Background: an optimization exercise with open tools, aiming at small area, a short achievable clock period and few clock cycles. Do not read the settings as production practice. RTL that was checked went through simulation tests only; none was proved equivalent to the original.

maple:
==> flow/design.v (excerpt) <==
module code_converter_top #(
  parameter WIDTH  = 32,
  parameter DIGITS = 10
)(
  input  wire                   clk,
  input  wire                   rst,
  input  wire                   start,
  input  wire [2:0]             opcode,
  input  wire [WIDTH-1:0]       bin_in,
  input  wire [WIDTH-1:0]       gray_in,
  input  wire [DIGITS*4-1:0]    bcd_in,
  input  wire [DIGITS*4-1:0]    ex3_in,
  output reg  [WIDTH-1:0]       bin_out,
  output reg  [WIDTH-1:0]       gray_out,
  output reg  [DIGITS*4-1:0]    bcd_out,
  output reg  [DIGITS*4-1:0]    ex3_out,
  output wire                   busy,
  output wire                   done
);
  function [3:0] add3(input [3:0] d);
    begin
      add3[3] = d[3] | (d[2] & (d[1] | d[0]));
      add3[2] = (d[2] & ~d[1] & ~d[0]) | (d[3] & d[0]);
      add3[1] = (d[1] & (~d[2] | d[0])) | (d[3] & ~d[0]);
      add3[0] = (~d[3] & ~d[2] & d[0]) | (d[2] & d[1] & ~d[0]) | (d[3] & ~d[0]);
    end
  endfunction
  function [39:0] dstep(input [39:0] x, input b);
    integer i;
    reg c;
    reg [3:0] f;
    begin
      c = b;
      for (i = 0; i < 10; i = i + 1) begin
        f = add3(x[4*i +: 4]);
        dstep[4*i +: 4] = {f[2:0], c};
        c = f[3];
      end
    end
  endfunction
  function [39:0] dd8(input [39:0] x, input [7:0] p);
    integer j;
    reg [39:0] t;
    begin
      t = x;
      for (j = 7; j >= 0; j = j - 1)
        t = dstep(t, p[j]);
      dd8 = t;
    end
  endfunction
  function [63:0] csa(input [31:0] x, input [31:0] y, input [31:0] z);
    begin
      csa = {((x & y) | (x & z) | (y & z)) << 1, x ^ y ^ z};
    end
  endfunction
  function [31:0] horner(input [23:0] a, input [10:0] p);
    reg [63:0] s1, s2;
    begin
      s1 = csa({a[21:0], 10'd2}, ~{4'd0, a, 4'd0}, ~{5'd0, a, 3'd0});
      s2 = csa(s1[31:0], s1[63:32], {21'd0, p});
      horner = s2[31:0] + s2[63:32];
    end
  endfunction
  reg       mid, last;
  reg       isb2d;   
  reg [1:0] idx;
  wire op_multi = (opcode[2:1] == 2'b01);
  assign done = last | (start & ~op_multi);
  assign busy = mid;
  wire [1:0]  z2, z3;
  wire [28:0] w0;
  wire [10:0] a0, v1, v2, v3;
  bin2bcd_first  u_f2 (.b(bin_in[31:8]), .z(z2), .o(w0));
  bcd2bin_groups u_f3 (.d(bcd_in), .z(z3), .a(a0), .v1(v1), .v2(v2), .v3(v3));
  wire [1:0] z = opcode[0] ? z3 : z2;
  ...
Size in the first run: ~2900 cells after synthesis, about 300 I/O pins, roughly 0.020 sq mm of cells after synthesis.
clock: 6.5 ns
lec_check: 0
abc_area: 1
cap_margin: 20
core_margin: 2
core_utilization: 40
setup_slack_margin: 2.8
slew_margin: 20
standard.sh (not shown) runs the stock make flow with config.mk's settings and CLKGATE_MAP_FILE= SYNTH_SCRIPT=/design/flow/synth_recipe.tcl, a recipe that flattens the netlist after the stock synthesis.
==> flow/flow/run.sh <==
#!/bin/bash
# The standard flow (standard.sh), except that the port buffers are plain
# buffers instead of the delay cells buffer_ports picks by default.
set -euo pipefail
export BUFFER_PORTS_ARGS="-buffer_cell sky130_fd_sc_hd__buf_2"
bash standard.sh > standard.log 2>&1
maple completed end to end with timing, DRC and antenna clean.
Testbench counts of maple, summed over its fixed seeds: cycles 5,632.
Input-level comparison between yarrow and maple:
# maple
export LEC_CHECK = 0
export ABC_AREA = 1
export CAP_MARGIN = 20
export CORE_MARGIN = 2
export CORE_UTILIZATION = 40
export SETUP_SLACK_MARGIN = 2.8
export SLEW_MARGIN = 20
create_clock -name core_clock -period 6.5 [get_ports {clk}]
# yarrow
export LEC_CHECK = 0
export ABC_AREA = 1
export CAP_MARGIN = 20
export CORE_MARGIN = 2
export CORE_UTILIZATION = 40
export CTS_BUF_LIST = sky130_fd_sc_hd__clkbuf_8
export SETUP_SLACK_MARGIN = 2.8
export SLEW_MARGIN = 20
create_clock -name core_clock -period 6.5 [get_ports {clk}]
==> flow/flow/run.sh <==
#!/bin/bash
# The standard flow (standard.sh), except that the port buffers are plain
# buffers instead of the delay cells buffer_ports picks by default, and CTS
# adds no dummy loads.
set -euo pipefail
export BUFFER_PORTS_ARGS="-buffer_cell sky130_fd_sc_hd__buf_1"
export CTS_ARGS="-sink_clustering_enable -repair_clock_nets -dont_use_dummy_load -buf_list sky130_fd_sc_hd__clkbuf_8 -sink_clustering_size 16 -sink_clustering_max_diameter 80"
bash standard.sh > standard.log 2>&1
==> comparison <==
Relative to maple, final-layout clock-cell area share has gone down in yarrow.
Summary of yarrow over maple: wire length per cell lower, wire length on met1 lower, met1 track demand over resource in global routing lower.
yarrow completed every stage of the flow, and the final layout passed the timing, design-rule and antenna checks.
Taking maple as the reference, in yarrow fraction of the cycle the final worst path needs neither gained nor lost much; cell area after layout lost 3.8%; routed wire length lost 1.4%; final cell count lost 0.51%.

---

Starting RTL as in the previous note.
export LEC_CHECK = 0
export ABC_AREA = 1
export CAP_MARGIN = 20
export CORE_MARGIN = 2
export CORE_UTILIZATION = 40
export CTS_BUF_LIST = sky130_fd_sc_hd__clkbuf_8
export SETUP_SLACK_MARGIN = 3.1
export SLEW_MARGIN = 20
create_clock -name core_clock -period 6.5 [get_ports {clk}]
==> flow/flow/run.sh <==
#!/bin/bash
# The standard flow (standard.sh), except that the port buffers are plain
# buffers instead of the delay cells buffer_ports picks by default.
set -euo pipefail
export BUFFER_PORTS_ARGS="-buffer_cell sky130_fd_sc_hd__buf_1"
bash standard.sh > standard.log 2>&1
Testbench counts at the start, summed over its fixed seeds: cycles 5,632.
Rerun with:
- SETUP_SLACK_MARGIN: 3.1 -> 2.8
Non-clock buffer count drops by 64. Global-route usage drops by 0.43 points. Cell count drops by 1.7%. Sequential share of layout area climbs by 1.2 points. Via count drops by 2.6%. Wire length drops by about 3%. Count of clock-buffer cells in the layout drops by 11. Worst setup slack is worse by 0.16 ns. First-iteration DRC count drops by 1.8%.
Rerun with:
--- a/flow/flow/run.sh
+++ b/flow/flow/run.sh
@@ -5,2 +5,3 @@
 export BUFFER_PORTS_ARGS="-buffer_cell sky130_fd_sc_hd__buf_1"
+export RECOVER_POWER=50
 bash standard.sh > standard.log 2>&1
Now the flow ran to the end with violations: max-capacitance violations, max-slew violations. Area after synthesis does not change. Synthesized cell count stays the same. Clock-buffer cell count stays the same. Global-route usage does not change. Cell area barely changes. Wire length hardly moves. Core utilization stays flat. Non-clock buffer count stays the same.

---

The RTL this note starts from:
==> flow/design.v <==
`timescale 1ns/1ps
module code_converter_top #(
  parameter WIDTH  = 32,
  parameter DIGITS = 10
)(
  input  wire                   clk,
  input  wire                   rst,
  input  wire                   start,
  input  wire [2:0]             opcode,
  input  wire [WIDTH-1:0]       bin_in,
  input  wire [WIDTH-1:0]       gray_in,
  input  wire [DIGITS*4-1:0]    bcd_in,
  input  wire [DIGITS*4-1:0]    ex3_in,
  output reg  [WIDTH-1:0]       bin_out,
  output reg  [WIDTH-1:0]       gray_out,
  output reg  [DIGITS*4-1:0]    bcd_out,
  output reg  [DIGITS*4-1:0]    ex3_out,
  output wire                   busy,
  output wire                   done
);
  function [3:0] add3(input [3:0] d);
    begin
      add3[3] = d[3] | (d[2] & (d[1] | d[0]));
      add3[2] = (d[2] & ~d[1] & ~d[0]) | (d[3] & d[0]);
      add3[1] = (d[1] & (~d[2] | d[0])) | (d[3] & ~d[0]);
      add3[0] = (~d[3] & ~d[2] & d[0]) | (d[2] & d[1] & ~d[0]) | (d[3] & ~d[0]);
    end
  endfunction
  function [39:0] dstep(input [39:0] x, input b);
    integer i;
    reg c;
    reg [3:0] f;
    begin
      c = b;
      for (i = 0; i < 10; i = i + 1) begin
        f = add3(x[4*i +: 4]);
        dstep[4*i +: 4] = {f[2:0], c};
        c = f[3];
      end
    end
  endfunction
  function [39:0] dd8(input [39:0] x, input [7:0] p);
    integer j;
    reg [39:0] t;
    begin
      t = x;
      for (j = 7; j >= 0; j = j - 1)
        t = dstep(t, p[j]);
      dd8 = t;
    end
  endfunction
  function [10:0] m100(input [3:0] x);
    begin
      case (x)
        4'd0: m100 = 11'd0;
        4'd1: m100 = 11'd100;
        4'd2: m100 = 11'd200;
        4'd3: m100 = 11'd300;
        4'd4: m100 = 11'd400;
        4'd5: m100 = 11'd500;
        4'd6: m100 = 11'd600;
        4'd7: m100 = 11'd700;
        4'd8: m100 = 11'd800;
        4'd9: m100 = 11'd900;
        4'd10: m100 = 11'd1000;
        4'd11: m100 = 11'd1100;
        4'd12: m100 = 11'd1200;
        4'd13: m100 = 11'd1300;
        4'd14: m100 = 11'd1400;
        4'd15: m100 = 11'd1500;
        default: m100 = 11'd0;
      endcase
    end
  endfunction
  function [7:0] m10(input [3:0] x);
    begin
      case (x)
        4'd0: m10 = 8'd0;
        4'd1: m10 = 8'd10;
        4'd2: m10 = 8'd20;
        4'd3: m10 = 8'd30;
        4'd4: m10 = 8'd40;
        4'd5: m10 = 8'd50;
        4'd6: m10 = 8'd60;
        4'd7: m10 = 8'd70;
        4'd8: m10 = 8'd80;
        4'd9: m10 = 8'd90;
        4'd10: m10 = 8'd100;
        4'd11: m10 = 8'd110;
        4'd12: m10 = 8'd120;
        4'd13: m10 = 8'd130;
        4'd14: m10 = 8'd140;
        4'd15: m10 = 8'd150;
        default: m10 = 8'd0;
      endcase
    end
  endfunction
  function [63:0] csa(input [31:0] x, input [31:0] y, input [31:0] z);
    begin
      csa = {((x & y) | (x & z) | (y & z)) << 1, x ^ y ^ z};
    end
  endfunction
  function [10:0] v3(input [11:0] d);
    reg [63:0] s;
    begin
      s  = csa({21'd0, m100(d[11:8])}, {24'd0, m10(d[7:4])}, {28'd0, d[3:0]});
      v3 = s[10:0] + s[42:32];
    end
  endfunction
  function [31:0] horner(input [23:0] a, input [10:0] p);
    reg [63:0] s1, s2;
    begin
      s1 = csa({a[21:0], 10'd2}, ~{4'd0, a, 4'd0}, ~{5'd0, a, 3'd0});
      s2 = csa(s1[31:0], s1[63:32], {21'd0, p});
      horner = s2[31:0] + s2[63:32];
    end
  endfunction
  function [31:0] g2b(input [31:0] g);
    integer s;
    reg [31:0] t;
    begin
      t = g;
      for (s = 1; s < 32; s = s * 2)
        t = t ^ (t >> s);
      g2b = t;
    end
  endfunction
  function [39:0] addn(input [39:0] x, input [3:0] k);
    integer i;
    begin
      for (i = 0; i < 10; i = i + 1)
        addn[4*i +: 4] = x[4*i +: 4] + k;
    end
  endfunction
  reg       run;     
  reg       last;    
  reg       isb2d;   
  reg [1:0] ph;
  wire op_multi = (opcode[2:1] == 2'b01);
  wire go       = start & ~run;
  assign done = last | (go & ~op_multi);
  assign busy = run & ~last;
  always @(posedge clk or posedge rst) begin
    if (rst) begin
      run   <= 1'b0;
      last  <= 1'b0;
      isb2d <= 1'b0;
      ph    <= 2'd0;
    end else if (run) begin
      ph <= ph + 2'd1;
      if (last) begin
        run  <= 1'b0;
        last <= 1'b0;
      end else begin
        last <= (ph == 2'd2);
      end
    end else if (go & op_multi) begin
      run   <= 1'b1;
      last  <= 1'b0;
      isb2d <= ~opcode[0];
      ph    <= 2'd1;
    end
  end
  reg [28:0] W;    
  reg [7:0]  P;    
  reg [23:0] A;    
  reg [10:0] Q;    
  wire [39:0] dd_run = dd8({11'd0, W}, P);
  wire [31:0] acc    = horner(A, Q);
  always @(posedge clk) begin
    if (run) begin
      W <= dd_run[28:0];
      P <= (ph == 2'd1) ? bin_in[15:8] : bin_in[7:0];
      A <= acc[23:0];
      Q <= v3((ph == 2'd1) ? bcd_in[23:12] : bcd_in[11:0]);
    end else begin
      W <= dd8(40'd0, bin_in[31:24]);
      P <= bin_in[23:16];
      A <= {20'd0, bcd_in[39:36]};
      Q <= v3(bcd_in[35:24]);
    end
  end
  always @(posedge clk or posedge rst) begin
    if (rst) begin
      bin_out  <= {WIDTH{1'b0}};
      gray_out <= {WIDTH{1'b0}};
      bcd_out  <= {DIGITS*4{1'b0}};
      ex3_out  <= {DIGITS*4{1'b0}};
    end else begin
      if (go & (opcode == 3'd0)) gray_out <= bin_in ^ (bin_in >> 1);
      if (go & (opcode == 3'd1)) bin_out <= g2b(gray_in);
      else if (last & ~isb2d)   bin_out <= acc;
      if (go & (opcode == 3'd5)) bcd_out <= addn(ex3_in, 4'd13);
      else if (last & isb2d)    bcd_out <= dd_run;
      if (go & (opcode == 3'd4)) ex3_out <= addn(bcd_in, 4'd3);
    end
  end
endmodule
clock: 6.5 ns
lec_check: 0
abc_area: 1
cap_margin: 20
core_margin: 2
core_utilization: 40
setup_slack_margin: 2.6
slew_margin: 20
run.sh (not shown) runs the stock make flow with config.mk's settings and CLKGATE_MAP_FILE= SYNTH_SCRIPT=/design/flow/synth_recipe.tcl, a recipe that flattens the netlist after the stock synthesis.
Stock flow here: none of the scripts above is used.
Rerun with:
SETUP_SLACK_MARGIN = 2.0   (was 2.6)
What happened: The new run completed with no timing, DRC or antenna violations. Non-clock buffer count decreases by 11. Worst setup slack is worse by 400 ps. First-iteration DRC count decreases by 16%. Clock skew stays flat. Fmax decreases by 9.5%.
Rerun with:
SETUP_SLACK_MARGIN = 3.0   (was 2.0)
Outcome: Register-to-register slack improves by 540 ps; count of clock-buffer cells in the layout went down by 2.
No functional check of the RTL was part of any run of this note.

re-timing with driven ports:
No port has a modelled driver above. Below, the same layouts with a new extraction and two added sets of constraints. Step 1 assumes that a clkbuf_16 drives the clock port and a buf_2 every other input. Step 2, shift: input delay + t, output delay - t, t = (earliest + latest rising clock arrival at the registers) / 2. This alone moves slack from input paths to output paths. a / b / c = ideal / step 1 / step 2; a / b = the first two.
run | t, ns | setup slack, ns | hold slack, ns | worst setup path at the end | latest minus earliest clock arrival (ns)
maple | 0.629 | 2.950 / 2.978 / 2.349 | 0.474 / 0.474 / 0.474 | input to register | 0.054 / 0.055
yarrow | 0.620 | 2.949 / 2.967 / 2.353 | 0.482 / 0.482 / 0.482 | input to register | 0.082 / 0.082
the first run of note 2 | 0.673 | 3.092 / 3.082 / 2.409 | 0.474 / 0.474 / 0.474 | input to register | 0.042 / 0.042
the second run of note 2 | 0.655 | 2.932 / 2.953 / 2.299 | 0.473 / 0.473 / 0.473 | input to register | 0.031 / 0.031
the third run of note 2 | 0.653 | 2.858 / 2.886 / 2.233 | 0.473 / 0.473 / 0.473 | input, reset recovery | 0.028 / 0.028
the first run of note 3 | 0.611 | 2.710 / 2.719 / 2.132 | 0.473 / 0.473 / 0.473 | input to register | 0.013 / 0.013
the second run of note 3 | 0.621 | 2.313 / 2.261 / 1.715 | 0.480 / 0.480 / 0.480 | input to register | 0.016 / 0.016
the third run of note 3 | 0.613 | 2.849 / 2.849 / 2.431 | 0.478 / 0.478 / 0.478 | input to register | 0.022 / 0.022
For the first run of note 2, which loses most, drivers alone change the setup slack by -0.010 ns; drivers and shift together by -0.683 ns. The worst setup slack also covers recovery checks on asynchronous resets.
